This is an optimization exercise on Yosys and OpenROAD, whose aim is small area, a short achievable clock period and few clock cycles, not a production implementation. The RTL was checked by simulation tests, not by an equivalence proof against the original design. Power is estimated from default activity; no workload was simulated.

$ cat flow/run.sh
#!/bin/bash
# synth_recipe.tcl (not shown) runs the flow's synth.tcl, then flattens the netlist and writes it again
# the make line also repeats each setting of config.mk as NAME=value (left out here)
make -C /OpenROAD-flow-scripts/flow DESIGN_CONFIG=/design/flow/config.mk WORK_HOME=/design/flow/orfs CLKGATE_MAP_FILE= SYNTH_SCRIPT=/design/flow/synth_recipe.tcl finish
$ cat flow/config.mk
export PLATFORM = sky130hd
export DESIGN_NAME = CPU
export DESIGN_NICKNAME = CPU
export VERILOG_FILES = /design/flow/design.v
export SDC_FILE = /design/flow/constraint.sdc
export NUM_CORES = 4
export LEC_CHECK = 0
export CAP_MARGIN = 20
export CORE_MARGIN = 2
export CORE_UTILIZATION = 30
export PLACE_DENSITY = 0.35
export SLEW_MARGIN = 20
$ cat flow/constraint.sdc
create_clock -name core_clock -period 18.0 [get_ports {clk}]
set_input_delay 3.6000 -clock core_clock [delete_from_list [all_inputs] [get_ports {clk}]]
set_output_delay 3.6000 -clock core_clock [all_outputs]
set_load 0.01 [all_outputs]
$ cat flow/design.v
module CPU(
    input  wire        clk,
    input  wire        reset,
    output wire [31:0] mem_addr,
    output wire [31:0] mem_wdata,
    output wire        mem_wr,
    input  wire [31:0] mem_rdata
);
    reg  [31:0] rf [0:31];
    reg  [31:0] rf_v;
    reg         e_v;         
    reg         e_we;        
    reg  [4:0]  e_wd;        
    reg  [31:0] e_a, e_b;    
    reg  [15:0] e_imm;       
    reg         e_pc4hi;     
    reg  [15:0] e_tgt;       
    reg         e_sub, e_useimm;
    reg  [2:0]  e_rsel;      
    reg         e_shl, e_sra, e_shvar;
    reg         e_ld, e_st;
    reg         e_br;
    reg  [1:0]  e_bty;       
    reg         e_jmp;       
    reg         e_jr;        
    reg  [31:0] ldr;         
    reg  [15:0] fpc;
    reg         s1_f, s2_f, s1_ld, s2_ld;
    reg  [15:0] s1_pc, s2_pc;
    reg  [4:0]  s1_rt, s2_rt;
    wire [31:0] simm  = {{16{e_imm[15]}}, e_imm};
    wire [31:0] opb   = e_sub ? ~e_b : (e_useimm ? simm : e_b);
    wire [31:0] sum   = e_a + opb + {31'd0, e_sub};
    wire        lt    = (e_a[31] ^ e_b[31]) ? e_a[31] : sum[31];
    wire        eq    = (e_a == e_b);
    wire [31:0] sh_in  = e_shvar ? e_a : e_b;
    wire [4:0]  sh_amt = e_shvar ? e_b[4:0] : e_imm[10:6];
    reg  [31:0] sh_rev;
    integer i;
    always @* for (i = 0; i < 32; i = i + 1) sh_rev[i] = sh_in[31 - i];
    wire [31:0] sh_src = e_shl ? sh_rev : sh_in;
    wire [31:0] sh_r   = $signed({e_sra & sh_in[31], sh_src}) >>> sh_amt;
    reg  [31:0] sh_out;
    always @* for (i = 0; i < 32; i = i + 1) sh_out[i] = e_shl ? sh_r[31 - i] : sh_r[i];
    reg [31:0] e_res;
    always @* begin
        case (e_rsel)
            3'd0: e_res = sum;
            3'd1: e_res = e_a & e_b;
            3'd2: e_res = {31'd0, lt};
            3'd3: e_res = sh_out;
            3'd4: e_res = {e_imm, 16'd0};
            3'd5: e_res = {15'd0, e_pc4hi, e_imm};
            default: e_res = ldr;
        endcase
    end
    reg cond;
    always @* begin
        case (e_bty)
            2'd0: cond = eq;
            2'd1: cond = ~eq;
            2'd2: cond = ~lt & ~eq;
            default: cond = lt | eq;
        endcase
    end
    wire redirect = e_v & (e_jmp | e_jr | (e_br & cond));
    wire dmem     = e_v & (e_ld | e_st);
    wire [15:0] rtgt = e_jr ? e_a[15:0] : e_tgt;
    wire [15:0] addr = redirect ? rtgt : (dmem ? sum[15:0] : fpc);
    wire        fetch = ~dmem;
    assign mem_addr  = {16'd0, addr};
    assign mem_wdata = e_b;
    assign mem_wr    = e_v & e_st;
    wire        wen = e_v & e_we;
    always @(posedge clk) begin
        if (wen) rf[e_wd] <= e_res;
    end
    always @(posedge clk or posedge reset) begin
        if (reset) rf_v <= 32'd0;
        else if (wen) rf_v[e_wd] <= 1'b1;
    end
    always @(posedge clk or posedge reset) begin
        if (reset) begin
            fpc  <= 16'd0;
            s1_f <= 1'b0;
            s2_f <= 1'b0;
            s1_ld <= 1'b0;
            s2_ld <= 1'b0;
        end else begin
            if (fetch) fpc <= addr + 16'd4;
            s1_f  <= fetch;
            s2_f  <= s1_f & ~redirect;
            s1_ld <= e_v & e_ld;
            s2_ld <= s1_ld;
        end
    end
    always @(posedge clk) begin
        s1_pc <= addr;
        s2_pc <= s1_pc;
        s1_rt <= e_wd;
        s2_rt <= s1_rt;
        ldr   <= mem_rdata;
    end
    wire [31:0] ins = mem_rdata;
    wire [5:0]  op  = ins[31:26];
    wire [4:0]  rs  = ins[25:21];
    wire [4:0]  rt  = ins[20:16];
    wire [4:0]  rd  = ins[15:11];
    wire [5:0]  fn  = ins[5:0];
    wire rtype = (op == 6'd0);
    wire f_add = rtype & (fn == 6'd32);
    wire f_sub = rtype & (fn == 6'd34);
    wire f_and = rtype & (fn == 6'd36);
    wire f_slt = rtype & (fn == 6'd42);
    wire f_srl = rtype & (fn == 6'd0);
    wire f_sll = rtype & (fn == 6'd2);
    wire f_sra = rtype & (fn == 6'd3);
    wire f_sllv = rtype & (fn == 6'd4);
    wire f_srav = rtype & (fn == 6'd7);
    wire f_jr  = rtype & (fn == 6'd8);
    wire o_addi = (op == 6'd8);
    wire o_lui  = (op == 6'd15);
    wire o_beq  = (op == 6'd4);
    wire o_bne  = (op == 6'd5);
    wire o_bgt  = (op == 6'd7);
    wire o_ble  = (op == 6'd6);
    wire o_lw   = (op == 6'd35);
    wire o_sw   = (op == 6'd43);
    wire o_j    = (op == 6'd2);
    wire o_jal  = (op == 6'd3);
    wire o_br   = o_beq | o_bne | o_bgt | o_ble;
    wire r_alu  = f_add | f_sub | f_and | f_slt;
    wire r_sh   = f_srl | f_sll | f_sra | f_sllv | f_srav;
    wire use_rs = r_alu | f_sllv | f_srav | f_jr | o_addi | o_br | o_lw | o_sw;
    wire use_rt = r_alu | r_sh | o_br | o_sw;
    wire we_d   = r_alu | r_sh | o_addi | o_lui | o_jal;    
    wire [4:0] wd_d = (r_alu | r_sh) ? rd : (o_jal ? 5'd31 : rt);
    wire has_dst = we_d | o_lw;
    wire p1 = e_v & e_ld;
    wire hz1 = p1 & ((use_rs & (rs == e_wd)) | (use_rt & (rt == e_wd)) | (has_dst & (wd_d == e_wd)));
    wire hz2 = s1_ld & ((use_rs & (rs == s1_rt)) | (use_rt & (rt == s1_rt)) | (has_dst & (wd_d == s1_rt)));
    wire hz  = hz1 | hz2;
    wire d_ins  = s2_f & ~redirect;
    wire d_ldwb = s2_ld;
    function [31:0] rinit(input [4:0] r);
        rinit = (r == 5'd2 || r == 5'd3) ? 32'd1 : (r == 5'd29) ? 32'd227 : 32'd0;
    endfunction
    wire [31:0] rf_a = rf_v[rs] ? rf[rs] : rinit(rs);
    wire [31:0] rf_b = rf_v[rt] ? rf[rt] : rinit(rt);
    wire byp_a = wen & (e_wd == rs);
    wire byp_b = wen & (e_wd == rt);
    wire [31:0] a_d = byp_a ? e_res : rf_a;
    wire [31:0] b_d = byp_b ? e_res : rf_b;
    wire [15:0] pc4  = s2_pc + 16'd4;
    wire        pc4hi = (s2_pc[15:2] == 14'h3fff);
    wire [15:0] btgt = pc4 + {ins[13:0], 2'b00};
    wire [15:0] jtgt = {ins[13:0], 2'b00};
    always @(posedge clk or posedge reset) begin
        if (reset) e_v <= 1'b0;
        else e_v <= d_ins | d_ldwb;
    end
    always @(posedge clk) begin
        e_a <= a_d;
        e_b <= b_d;
        e_imm <= o_jal ? pc4 : ins[15:0];
        e_pc4hi <= pc4hi;
        e_tgt <= hz ? s2_pc : ((o_j | o_jal) ? jtgt : btgt);
        if (d_ldwb) begin
            e_we <= 1'b1;
            e_wd <= s2_rt;
            e_rsel <= 3'd6;
            e_ld <= 1'b0; e_st <= 1'b0; e_br <= 1'b0; e_jmp <= 1'b0; e_jr <= 1'b0;
        end else begin
            e_we  <= we_d & ~hz;
            e_wd  <= wd_d;
            e_rsel <= (f_and) ? 3'd1 : f_slt ? 3'd2 : r_sh ? 3'd3 : o_lui ? 3'd4 : o_jal ? 3'd5 : 3'd0;
            e_ld  <= o_lw & ~hz;
            e_st  <= o_sw & ~hz;
            e_br  <= o_br & ~hz;
            e_jmp <= hz | o_j | o_jal;
            e_jr  <= f_jr & ~hz;
        end
        e_sub   <= f_sub | f_slt | o_br;
        e_useimm <= o_addi | o_lw | o_sw;
        e_shl   <= f_sll | f_sllv;
        e_sra   <= f_sra | f_srav;
        e_shvar <= f_sllv | f_srav;
        e_bty   <= o_beq ? 2'd0 : o_bne ? 2'd1 : o_bgt ? 2'd2 : 2'd3;
    end
endmodule
==> impl_metrics.yaml <==
clock_network:
  cts_made_buffers: 158
  clock-root-buffer: "clkbuf_16"
  cts_hold_buffers: 0
  clkSinkCount: 1269
  cts_max_path_buffers: 3
  cts.repair.resized: 0
  htreeDepth: 4
  clk_latency_ns: 0.83
  clk_pin_slew_ns: 0.06
  cts_tree: "done"
  postCtsSetupBuffers: 0
sta:
  report.final.hold_viol_count: 0
  setup_viol: 0
  skew_ns: 0.0431
  worst_slew_pin_slew_ns: 1.30
  final_max_slew_viol_count: 0
  period_share: 0.549
  max_freq_mhz: 101
  holdWs_ns: 0.324
  slew_headroom: 0.133
  grt_setup_unrepaired: "false"
  period_needed_ns: 9.88
  setup_tns_ns: 0
route:
  firstDrtPassIters: 6
  drt-total-wl_mm: 259
  drc: 0
  antenna_left: 0
  drt-wirelength-per-cell_um: 36.1
  drt_first_iter_violations: 3560
  vias_per_cell: 5.61
  dr_total_vias: 40100
global_routing:
  gr-usage-all-layers: 0.235
  grt_max_degree: 93
  antenna_found_initial: 14
  grt_pass1_vias: 41100
  grt_pass1_wl_mm: 354
  overflow: 0
placed_design:
  dp_hpwl_mm: 164
  gp_congestion: 0.889
  port_buffers: 82
  dpl.cell_count: 6861
power_and_ir_drop:
  power_density_mw_per_mm2: 108
  finalPower_mw: 7.95
  p_leak_nw: 24.8
  peakVddDrop_mv: 0.0950
floorplanning:
  die_area_mm2: 0.218
  fp.dieH_um: 467
  start_util: 0.301
  fp.coreArea_mm2: 0.214
  ios: 99
  die_x_um: 467
  rows: 170
final_layout:
  drive_gt1_frac: 0.265
  area.growth.synth_to_final_pct: 14.7
  fill_cells: 20600
  fin_nets: 4301
  final_util: 0.345
  stdcell_count: 7153
logic_synthesis:
  yosys.area.top_type: "edfxtp_1"
  ys_seq_elements: 1269
  syn_area_per_cell_um2: 15.7
  synth_most_common_cell: "edfxtp_1"
  synth_top_area_share: 0.477
  synth_common_cells: "edfxtp_1 (1024), mux4_2 (655), nand2_1 (222)"
  postSynthCellCount: 4107
  synth_edf_count: 1024
  synth_cell_type_count: 87
  synthArstFlopShare: 0.0418
  yosys_warnings: 1
  syn_area_mm2: 0.0644
  ys.flop_type: "edfxtp_1"
  synth-seq-area-share: 0.558
  synth_area_leaders: "edfxtp_1 (48%), mux4_2 (23%), dfxtp_1 (6.0%)"
critical_path:
  worstSetupStartpointType: "register"
  cp.required_ns: 14.40
  crit_path_end_kind: "output port"
  setup.worst_path.start: "e_useimm"
  r2r-start: "e_useimm"
  worstPathArrival_ns: 6.28
  criticalPathCategory: "register to output port"
  critPathMaxFanout: 47
hold_path:
  hp-start: "s1_pc[12]"
  hp-class: "register to register"
job:
  drv_cap: 0
status:
  status: "finished clean"
==> final cells by class <==
| type | instances | area, µm² | area share |
|---|---|---|---|
| flip-flops and latches | 1269 | 35900 | 0.486 |
| multi-input cells | 2473 | 27300 | 0.370 |
| clock buffers | 207 | 4320 | 0.0585 |
| well taps | 2838 | 3550 | 0.0480 |
| repair buffers | 217 | 1940 | 0.0263 |
| clock inverters | 81 | 612 | 0.00828 |
| inverters | 64 | 240 | 0.00325 |
| diodes | 4 | 10.0 | 0.000135 |
==> kinds of logic after synthesis <==
| group | Yosys count | synth area share |
|---|---|---|
| multiplexers | 914 | 0.270 |
| buffers and inverters | 380 | 0.0252 |
| flip-flops | 1269 | 0.558 |
| other | 1 | 0.0000582 |
| AND/OR/NAND/NOR | 701 | 0.0510 |
| AO/OA/AOI/OAI | 662 | 0.0663 |
| XOR/XNOR | 96 | 0.0131 |
| adder cells (fa/ha/maj) | 84 | 0.0167 |
==> worst max-delay path, cell delays in order (launching register included) <==
cell and delay [ns]:
dfxtp_2 0.31, buf_4 0.45, mux2_2 0.39, o21ai_0 0.20
fa_1 0.23, inv_1 0.07, fa_1 0.45, a211o_1 0.30
a211o_1 0.29, a211oi_1 0.54, o21ai_1 0.29, xor2_1 0.64
nand2_1 0.16, and2_1 0.19, mux2i_1 0.30, clkdlybuf4s50_1 0.61
==> power breakdown <==
part	switching, mW	leakage [nW]	internal, mW
Clock	1.32	2.41	1.73
Sequential	0.124	11.6	3.43
Combinational	0.847	10.8	0.502
==> stage by stage <==
stage,setup slack [ns],instance area (µm²)
2_1_floorplan,10.22,64500
3_3_place_gp,9.05,68900
4_1_cts,8.10,73900
3_5_place_dp,9.04,69000
5_1_grt,7.87,73900
6_report,8.12,73900
==> metal layers <==
metal | GRT usage | vias to the layer above | share of wire
met5 | 0 | - | 0.000027
met4 | 0.0651 | 2 | 0.027
met3 | 0.0313 | 287 | 0.043
met2 | 0.395 | 1178 | 0.49
met1 | 0.319 | 21800 | 0.44
li1 | - | 16900 | -
==> cells in the final DEF, fill, tap and decap left out, types with 21 or more instances in the layout <==
cell type | netlist | routed
a21oi_1 | 144 | 140
dfxtp_1 | 192 | 189
a211oi_1 | 51 | 51
clkdlybuf4s50_1 | 0 | 72
o22ai_1 | 28 | 28
o21ai_0 | 168 | 166
edfxtp_1 | 1024 | 1024
inv_1 | 64 | 63
o21bai_1 | 34 | 34
xor2_1 | 39 | 39
clkinv_1 | 0 | 41
clkbuf_16 | 0 | 162
nor2_1 | 199 | 163
or3_1 | 66 | 66
buf_4 | 22 | 130
a21o_1 | 37 | 37
mux2_2 | 52 | 52
nor2_4 | 0 | 34
mux2i_1 | 207 | 202
ha_1 | 81 | 81
xnor2_1 | 57 | 57
nand3_1 | 47 | 46
clkinv_2 | 0 | 21
mux4_2 | 655 | 655
nor2b_1 | 32 | 31
clkbuf_1 | 174 | 35
nor3_1 | 35 | 35
nand2_1 | 222 | 222
dfrtp_1 | 53 | 53
==> sequential cells by signal, indices dropped and copies added, names as in the netlist, 2 cells and up <==
register and count:
e_a 32, e_b 32, e_bty 2, e_imm 16, e_rsel 3, e_tgt 16
e_wd 5, fpc 16, ldr 32, rf 1024, rf_v 32, s1_pc 16
s1_rt 5, s2_pc 16, s2_rt 5
==> final timing paths <==
check / to / slack, ns / cells after the start
max: mem_addr[14] / 8.12 / 15
min reg2reg: s2_pc[12] / 0.32 / 0
min: s2_pc[12] / 0.32 / 0
min in group asynchronous: s1_f / 3.33 / 3
max reg2reg: rf[12][28] / 10.95 / 17
max in group asynchronous: rf_v[25] / 14.10 / 3
Testbench counts, summed over its fixed seeds: cycles 24,196.

afterwards: timing with drivers on the ports:
No port has a modelled driver above. Below, the same layout with a new extraction and two added sets of constraints. Step 1 sets driving cells, clkbuf_16 on the clock port and buf_2 on the other inputs (assumed; they add their load-dependent delay and slew). Step 2 moves the port delays by t, midway between the first and last clock arrival at a register: inputs arrive t later, outputs are due t later. That takes back most of the time a late clock gives input paths. Three values: no drivers, after step 1, after step 2; two values: the first two.
shift t [ns]: 0.895
setup WS [ns]: 8.117 / 8.035 / 8.929
worst setup path after step 2: register to output
slew at the worst register clock pin (ns): 0.06 / 0.06
After both steps this run still meets setup and hold. The setup slack of this run moves by -0.082 ns with the drivers and by +0.812 ns with both steps.
